This design comes from an exercise in tuning for small area and a short achievable clock period on the open sky130 flow, not from production work.
Where RTL was checked, it was by simulation tests only, not by an equivalence proof against the original.
Power is estimated from default activity; no workload was simulated.

## alu_instrmem_top
module alu_instrmem_top(input clk,
        input reset,
        output [7:0] imem_addr,
        input [15:0] imem_data,
        output [9:0] dmem_addr,
        output [15:0] dmem_wdata,
        output dmem_we,
        input [15:0] dmem_rdata,
        output logic ovf_ctrl,
        output logic take_branch
    );
    wire [15:0] i = imem_data;
    wire [2:0] ra = i[9:7];
    wire [2:0] rb = i[4:2];
    wire f0 = i[15:13] == 3'b000;
    wire f2 = i[15:13] == 3'b010;
    wire f4 = i[15:13] == 3'b100;
    wire f6 = i[15:13] == 3'b110;
    wire f7 = i[15:13] == 3'b111;
    wire is_lw   = f2;
    wire is_sw   = f6 & (i[1:0] == 2'b00);
    wire is_beqz = f6 & (i[1:0] == 2'b01);
    wire is_bnez = f7;
    wire is_add  = f4 & (i[11:10] == 2'b01) & (i[1:0] == 2'b10);
    wire is_srai = f4 & (i[11:10] == 2'b01) & (i[1:0] == 2'b01);
    wire is_lgc  = f4 & (i[11:10] == 2'b11) & (i[6:5] != 2'b00);
    wire is_andi = f4 & (i[11:10] == 2'b10);
    wire is_addi = f0 & (i[1:0] == 2'b01);
    wire is_slli = f0 & (i[1:0] == 2'b10);
    wire we = is_lw | is_add | is_srai | is_lgc | is_andi | is_addi | is_slli;
    wire [2:0] wa = i[14] ? rb : ra;
    logic [15:0] R [0:7];
    logic [7:0] valid;
    logic [15:0] wd;
    always_ff @(posedge clk or posedge reset)
        if (reset) valid <= 8'd0;
        else if (we) valid[wa] <= 1'b1;
    always_ff @(posedge clk)
        if (we) R[wa] <= wd;
    wire [5:0] imm6 = {i[12], i[6:2]};
    logic [15:0] A, b;
    logic g0_main, g0_addr;
    always_comb begin
        b = i[15] ? 16'd0 : {{10{i[12]}}, imm6};
        for (int k = 0; k < 8; k++)
            if (rb == k && valid[k] && i[15]) b = b | R[k];
        A = 16'd0;
        g0_main = 1'b0;
        g0_addr = 1'b0;
        for (int k = 0; k < 8; k++)
            if (ra == k && valid[k]) begin
                A = A | R[k];
                g0_main = g0_main | (R[k][0] & b[0]);
                g0_addr = g0_addr | (R[k][2] & i[6]);
            end
    end
  ...
==> module alu_instrmem_top, before the edit <==
module alu_instrmem_top(input clk,
        input reset,
        output [7:0] imem_addr,
        input [15:0] imem_data,
        output [9:0] dmem_addr,
        output [15:0] dmem_wdata,
        output dmem_we,
        input [15:0] dmem_rdata,
        output logic ovf_ctrl,
        output logic take_branch
    );
    wire [15:0] i = imem_data;
    wire [2:0] ra = i[9:7];
    wire [2:0] rb = i[4:2];
    wire f0 = i[15:13] == 3'b000;
    wire f2 = i[15:13] == 3'b010;
    wire f4 = i[15:13] == 3'b100;
    wire f6 = i[15:13] == 3'b110;
    wire f7 = i[15:13] == 3'b111;
    wire is_lw   = f2;
    wire is_sw   = f6 & (i[1:0] == 2'b00);
    wire is_beqz = f6 & (i[1:0] == 2'b01);
    wire is_bnez = f7;
    wire is_add  = f4 & (i[11:10] == 2'b01) & (i[1:0] == 2'b10);
    wire is_srai = f4 & (i[11:10] == 2'b01) & (i[1:0] == 2'b01);
    wire is_lgc  = f4 & (i[11:10] == 2'b11) & (i[6:5] != 2'b00);
    wire is_andi = f4 & (i[11:10] == 2'b10);
    wire is_addi = f0 & (i[1:0] == 2'b01);
    wire is_slli = f0 & (i[1:0] == 2'b10);
    wire we = is_lw | is_add | is_srai | is_lgc | is_andi | is_addi | is_slli;
    wire [2:0] wa = i[14] ? rb : ra;
    logic [15:0] R [0:7];
    logic [7:0] valid;
    logic [15:0] wd;
    always_ff @(posedge clk or posedge reset)
        if (reset) valid <= 8'd0;
        else if (we) valid[wa] <= 1'b1;
    always_ff @(posedge clk)
        if (we) R[wa] <= wd;
    wire [5:0] imm6 = {i[12], i[6:2]};
    logic [15:0] A, b;
    logic g0_main, g0_addr;
    always_comb begin
        b = i[15] ? 16'd0 : {{10{i[12]}}, imm6};
        for (int k = 0; k < 8; k++)
            if (rb == k && valid[k] && i[15]) b = b | R[k];
        A = 16'd0;
        g0_main = 1'b0;
        g0_addr = 1'b0;
        for (int k = 0; k < 8; k++)
            if (ra == k && valid[k]) begin
                A = A | R[k];
                g0_main = g0_main | (R[k][0] & b[0]);
                g0_addr = g0_addr | (R[k][2] & i[6]);
            end
    end
    wire [4:0] imm5 = {i[5], i[12], i[11:10], i[6]};
    logic [4:0] ap;
    logic [5:0] ac;
    pfx_add #(5, 3) addr_add (.a(A[6:2]), .b(imm5), .g0(g0_addr), .p(ap), .c(ac));
    wire [4:0] alo = ap ^ ac[4:0];
    wire [2:0] ahi1 = A[9:7] + 3'd1;
    wire [2:0] ahi = ac[5] ? ahi1 : A[9:7];    
    assign dmem_addr = {ahi, alo, A[1:0]};
    wire ovf_mem = ~A[15] & (&A[14:7]) & ac[5];
    logic [15:0] P;
    logic [16:0] C;
    pfx_add #(16, 4) main_add (.a(A), .b(b), .g0(g0_main), .p(P), .c(C));
    wire [15:0] sum = P ^ C[15:0];
    wire ovf_alu = ~P[15] & (C[15] ^ A[15]);
    assign ovf_ctrl = ((is_lw | is_sw) & ovf_mem) | ((is_add | is_addi) & ovf_alu);
    wire t_g = i[10] & i[6];             
    wire t_p = i[10] & ~(i[6] & i[5]);   
    wire [15:0] lg = (A & ({16{t_g}} & ~P)) | ({16{t_p}} & P)
                   | {10'd0, {6{~i[10]}} & A[5:0] & imm6};
    wire [5:0] sh = imm6;
    logic [15:0] Ar, x, y, yr;
    always_comb for (int k = 0; k < 16; k++) Ar[k] = A[15-k];
    assign x = i[15] ? A : Ar;                  
    wire fill = i[15] & A[15];
    wire [31:0] xs = {{16{fill}}, x} >> sh[3:0];
    assign y = (sh[5:4] != 2'b00) ? {16{fill}} : xs[15:0];
    always_comb for (int k = 0; k < 16; k++) yr[k] = y[15-k];
    wire s_rd  = i[14];                                       
    wire s_sum = ~i[14] & (i[15] ? (~i[11] & i[1]) : ~i[1]);  
    wire s_yr  = ~i[14] & ~i[15] & i[1];                      
    wire s_y   = ~i[14] & i[15] & ~i[11] & ~i[1];             
    wire s_lg  = ~i[14] & i[15] & i[11];                      
    assign wd = ({16{s_rd}} & dmem_rdata) | ({16{s_sum}} & sum) | ({16{s_yr}} & yr)
              | ({16{s_y}} & y) | ({16{s_lg}} & lg);
    assign dmem_we = is_sw;
    assign dmem_wdata = b;                      
    wire az = A == 16'd0;
    assign take_branch = (is_beqz & az) | (is_bnez & ~az);
    wire [7:0] off = {i[12], i[6:5], i[2], i[11:10], i[4:3]};
    wire [7:0] inc = take_branch ? off : 8'd1;
    logic [7:0] pc;
    always_ff @(posedge clk or posedge reset)
        if (reset) pc <= 8'd0;
        else pc <= pc + inc;
    assign imem_addr = pc;
endmodule
clock: 10.0 ns
lec_check: 0
cap_margin: 20
core_margin: 2
core_utilization: 40
setup_slack_margin: 4
slew_margin: 20
synth_hierarchical: 1
synth_minimum_keep_size: 0
tns_end_percent: 0
standard.sh (not shown) runs the stock make flow with config.mk's settings and CLKGATE_MAP_FILE= SYNTH_SCRIPT=/design/flow/synth_recipe.tcl, a recipe that flattens the netlist after the stock synthesis.
==> flow/flow/run.sh <==
#!/bin/bash
# Own layout flow: the standard synthesis, then the standard ORFS layout
# with port buffers that start at the smallest buffer (timing repair upsizes
# the ones that matter), a clock tree built from mid-size clock buffers
# without dummy loads, and setup repair by cell sizing and pin swaps only
# (no inserted buffers or cloned gates). Each step's full output goes to a
# log file here.
set -euo pipefail
bash standard.sh synth > synth.log 2>&1
bash standard.sh \
  "BUFFER_PORTS_ARGS=-buffer_cell sky130_fd_sc_hd__buf_1" \
  "CTS_ARGS=-sink_clustering_enable -repair_clock_nets -dont_use_dummy_load -buf_list {sky130_fd_sc_hd__clkbuf_4 sky130_fd_sc_hd__clkbuf_8}" \
  "SETUP_MOVE_SEQUENCE=unbuffer,sizeup,swap" \
  finish > layout.log 2>&1
Next try:
--- a/flow/design.v
+++ b/flow/design.v
@@ -73,17 +73,24 @@
     logic [15:0] A, b;
     logic g0_main, g0_addr;
+    logic [7:0] sa_lo, sb_lo, sa_hi, sb_hi;
+    reg_select u_sel_lo (.ra(ra), .rb(rb), .valid(valid), .i15(i[15]), .sa(sa_lo), .sb(sb_lo));
+    reg_select u_sel_hi (.ra(ra), .rb(rb), .valid(valid), .i15(i[15]), .sa(sa_hi), .sb(sb_hi));
     always_comb begin
         b = i[15] ? 16'd0 : {{10{i[12]}}, imm6};
-        for (int k = 0; k < 8; k++)
-            if (rb == k && valid[k] && i[15]) b = b | R[k];
+        for (int k = 0; k < 8; k++) begin
+            if (sb_lo[k]) b[7:0] = b[7:0] | R[k][7:0];
+            if (sb_hi[k]) b[15:8] = b[15:8] | R[k][15:8];
+        end
         A = 16'd0;
         g0_main = 1'b0;
         g0_addr = 1'b0;
-        for (int k = 0; k < 8; k++)
-            if (ra == k && valid[k]) begin
-                A = A | R[k];
+        for (int k = 0; k < 8; k++) begin
+            if (sa_lo[k]) begin
+                A[7:0] = A[7:0] | R[k][7:0];
                 g0_main = g0_main | (R[k][0] & b[0]);
                 g0_addr = g0_addr | (R[k][2] & i[6]);
             end
+            if (sa_hi[k]) A[15:8] = A[15:8] | R[k][15:8];
+        end
     end
     wire [4:0] imm5 = {i[5], i[12], i[11:10], i[6]};
@@ -133,2 +140,16 @@
     assign imem_addr = pc;
 endmodule
+module reg_select(
+    input  logic [2:0] ra,
+    input  logic [2:0] rb,
+    input  logic [7:0] valid,
+    input  logic       i15,
+    output logic [7:0] sa,
+    output logic [7:0] sb
+);
+    always_comb
+        for (int k = 0; k < 8; k++) begin
+            sa[k] = (ra == k) & valid[k];
+            sb[k] = (rb == k) & valid[k] & i15;
+        end
+endmodule
The new run passed the timing, design-rule and antenna checks.
Synthesized cell count is higher by 2.7%.
Sequential cell count does not change.
Power barely changes.
Setup slack gains 0.14 ns.
Die area is higher by 3.8%.
Area after synthesis is higher by 3.9%.
Sequential power is about the same.
Design area is higher by 4.4%.
Sequential share of layout area is lower by 1.8 points.
Wire length is higher by 6.5%.
Clock-buffer cell count stays the same.
Global-route usage is higher by 0.95 points.
No functional check of the RTL was part of the second run of this note.

[static timing again, ports no longer ideal]
The results above use ideal ports. As a check the final layouts listed here were re-extracted and re-timed, cells and wires unchanged. Step 1 (the two cells are an assumption about what drives the block):
set clk [get_ports {clk}]
set_driving_cell -lib_cell sky130_fd_sc_hd__clkbuf_16 $clk
set_driving_cell -lib_cell sky130_fd_sc_hd__buf_2 [delete_from_list [all_inputs] $clk]
Step 2, shift: input delay + t, output delay - t, t = (earliest + latest rising clock arrival at the registers) / 2. This alone moves slack from input paths to output paths. a / b / c = ideal / step 1 / step 2; a / b = the first two.
run | shift t [ns] | setup WS [ns] | worst setup path after step 2 | slew at the worst register clock pin (ns) | cell pins on the clock port's net
the first run | 0.487 | 2.606 / 2.557 / 2.557 | input to output | 0.11 / 0.11 | 1
the second run | 0.487 | 2.743 / 2.706 / 2.706 | input to output | 0.09 / 0.09 | 1
After both steps setup and hold are still met in every run listed. For the first run, which loses most, drivers alone change the setup slack by -0.049 ns; drivers and shift together by -0.049 ns.
